From an optimization exercise on the open Yosys and OpenROAD flow, aimed at small area; shortcuts taken in it are not production practice. Only simulation tests tie the RTL to the original design; equivalence was not proved. Power is estimated from default activity; no workload was simulated.

==> run G <==
// SubRenderer
module SubRenderer(clk, rst, hcount, vcount, blank, startscreen, collision,
                   yPos, fish1X, fish1Y, fish2X, fish2Y, octo1X, octo1Y,
                   rock1X, rock1Y, shark1X, shark1Y,
                   bub1Y, bub2Y, bub3Y, bub4Y, bub5Y, waveX,
                   R, G, B);
Settings: LEC_CHECK=0, ABC_AREA=1, CAP_MARGIN=20, CORE_MARGIN=2, CORE_UTILIZATION=40, SLEW_MARGIN=20; clock period 25.0 ns.
run.sh (not shown) runs the stock make flow with config.mk's settings and CLKGATE_MAP_FILE= SYNTH_SCRIPT=/design/flow/synth_recipe.tcl, a recipe that flattens the netlist after the stock synthesis.
==> run F (differences from run G) <==
==> flow/flow/run.sh (new file) <==
#!/bin/bash
# The standard layout (standard.sh) with two changes:
#  - synthesis maps the logic with flow/abc_deep.script (ABC's deepsyn, then area
#    mapping) in place of ORFS's abc_area.script; everything else in the synthesis
#    is synth_recipe.tcl unchanged;
#  - placement buffers every input and output port with buf_1, the smallest buffer.
# Each tool's output goes to the ORFS logs under orfs/logs; standard.sh's own output
# goes to standard.log.
set -euo pipefail
HERE=$(pwd)
export MY_ABC_SCRIPT="$HERE/flow/abc_deep.script"
export BUFFER_PORTS_ARGS="-buffer_cell sky130_fd_sc_hd__buf_1"
{
  cat <<'EOT'
proc abc {args} {
  set i [lsearch -exact $args -script]
  if {$i >= 0} {
    set args [lreplace $args [expr {$i + 1}] [expr {$i + 1}] $::env(MY_ABC_SCRIPT)]
  }
  yosys abc {*}$args
}
EOT
  cat synth_recipe.tcl
} > own_synth.tcl
sed "s#SYNTH_SCRIPT=[^ ]*#SYNTH_SCRIPT=$HERE/own_synth.tcl#" standard.sh > own_standard.sh
grep -q "SYNTH_SCRIPT=$HERE/own_synth.tcl" own_standard.sh
bash own_standard.sh > standard.log 2>&1
==> flow/flow/abc_deep.script (new file) <==
strash; &get -n; &deepsyn -T 60; &put; strash; dch -f; amap; topo
==> flow/standard.sh (new file) <==
#!/bin/bash
# synth_recipe.tcl (not shown) runs the flow's synth.tcl, then flattens the netlist and writes it again
# the make line also repeats each setting of config.mk as NAME=value (left out here)
make -C /OpenROAD-flow-scripts/flow DESIGN_CONFIG=/design/flow/config.mk WORK_HOME=/design/flow/orfs CLKGATE_MAP_FILE= SYNTH_SCRIPT=/design/flow/synth_recipe.tcl "${@:-finish}"
removed: flow/run.sh
==> run B (differences from run G) <==
==> flow/flow/run.sh (new file) <==
#!/bin/bash
# The standard layout (standard.sh), with the smallest buffer, buf_1, as the buffer
# that placement puts on every input and output port.
set -euo pipefail
export BUFFER_PORTS_ARGS="-buffer_cell sky130_fd_sc_hd__buf_1"
bash standard.sh > standard.log 2>&1
==> flow/standard.sh (new file) <==
#!/bin/bash
# synth_recipe.tcl (not shown) runs the flow's synth.tcl, then flattens the netlist and writes it again
# the make line also repeats each setting of config.mk as NAME=value (left out here)
make -C /OpenROAD-flow-scripts/flow DESIGN_CONFIG=/design/flow/config.mk WORK_HOME=/design/flow/orfs CLKGATE_MAP_FILE= SYNTH_SCRIPT=/design/flow/synth_recipe.tcl "${@:-finish}"
removed: flow/run.sh
==> key figures <==
Status
  – Status: timing/DRC/antenna clean

Final layout
  – Final #Nets: 2213
  – Area of the multi-input gates: 8414 um^2
  – Design Area, Final: 12560 um^2
  – Final non-filler cell total: approximately 2.1k
  – Most common cell after layout, fill and taps aside: nand2_1

Synth
  – Combinational family with the most area after synthesis: simple AND/OR/NAND/NOR gates

Global route
  – First-pass GRT wire length: 60820 um

Setup path
  – Worst r2r src: G[0]
  – Worst stage delay on the critical path: 820 ps
  – Critical path required time: between 20000 and 30000 ps

Power
  – Comb pwr share: 0.888

Detailed routing
  – Number of detailed-route iterations in the first pass: 6
# the run above: run G

==> key figures <==
Final layout
  – Area of the multi-input gates: 7199 um^2
  – Design Area, Final: 9649 um^2
  – Final non-filler cell total: around 1.6k
  – Most common cell after layout, fill and taps aside: buf_1

Setup path
  – Worst r2r src: G[0]
  – Worst stage delay on the critical path: around 700 ps
  – Critical path required time: 25130 ps

Detailed routing
  – Number of detailed-route iterations in the first pass: 5

Status
  – Status: timing/DRC/antenna clean

Synth
  – Combinational family with the most area after synthesis: adder cells

Power
  – Comb pwr share: 0.870
  – Top power group: combinational cells

Global route
  – First-pass GRT wire length: between 40000 and 50000 um
  – Vias in the first global route: 9386

Worst hold path
  – Worst hold path class: reg -> reg
# the run above: run F

==> key figures <==
Final layout
  – Most common cell after layout, fill and taps aside: nand2_1
  – Final #Nets: 2217
  – Area of the multi-input gates: 8414 um^2
  – Design Area, Final: 11100 um^2

Status
  – Status: timing/DRC/antenna clean

Synth
  – Combinational family with the most area after synthesis: simple AND/OR/NAND/NOR gates

Setup path
  – Critical path required time: 25170 ps
# the run above: run B

## static timing again, ports no longer ideal
Ports are ideal in the flow. The routed layouts listed here were re-timed in OpenROAD.
Step 1 sets driving cells, clkbuf_16 on the clock port and buf_2 on the other inputs (assumed; they add their load-dependent delay and slew).
Step 2 times the ports against the registers' clock, not the clock port: input delays grow and output delays shrink by t, the midpoint of the rising clock arrivals with the driver on.
Three values: no drivers, after step 1, after step 2; two values: the first two.
run | t, ns | setup WS [ns] | hold slack, ns | worst setup path at the end | pins driven straight from the clock port
run G | 0.263 | 10.962 / 10.969 / 10.706 | 0.475 / 0.475 / 0.475 | input to register | 1
run F | 0.269 | 9.615 / 9.626 / 9.358 | 0.504 / 0.504 / 0.504 | input to register | 1
run B | 0.265 | 11.382 / 11.388 / 11.124 | 0.486 / 0.486 / 0.486 | input to register | 1
After both steps setup and hold are still met in every run listed. For run B, which loses most, drivers alone change the setup slack by +0.006 ns; drivers and shift together by -0.258 ns.
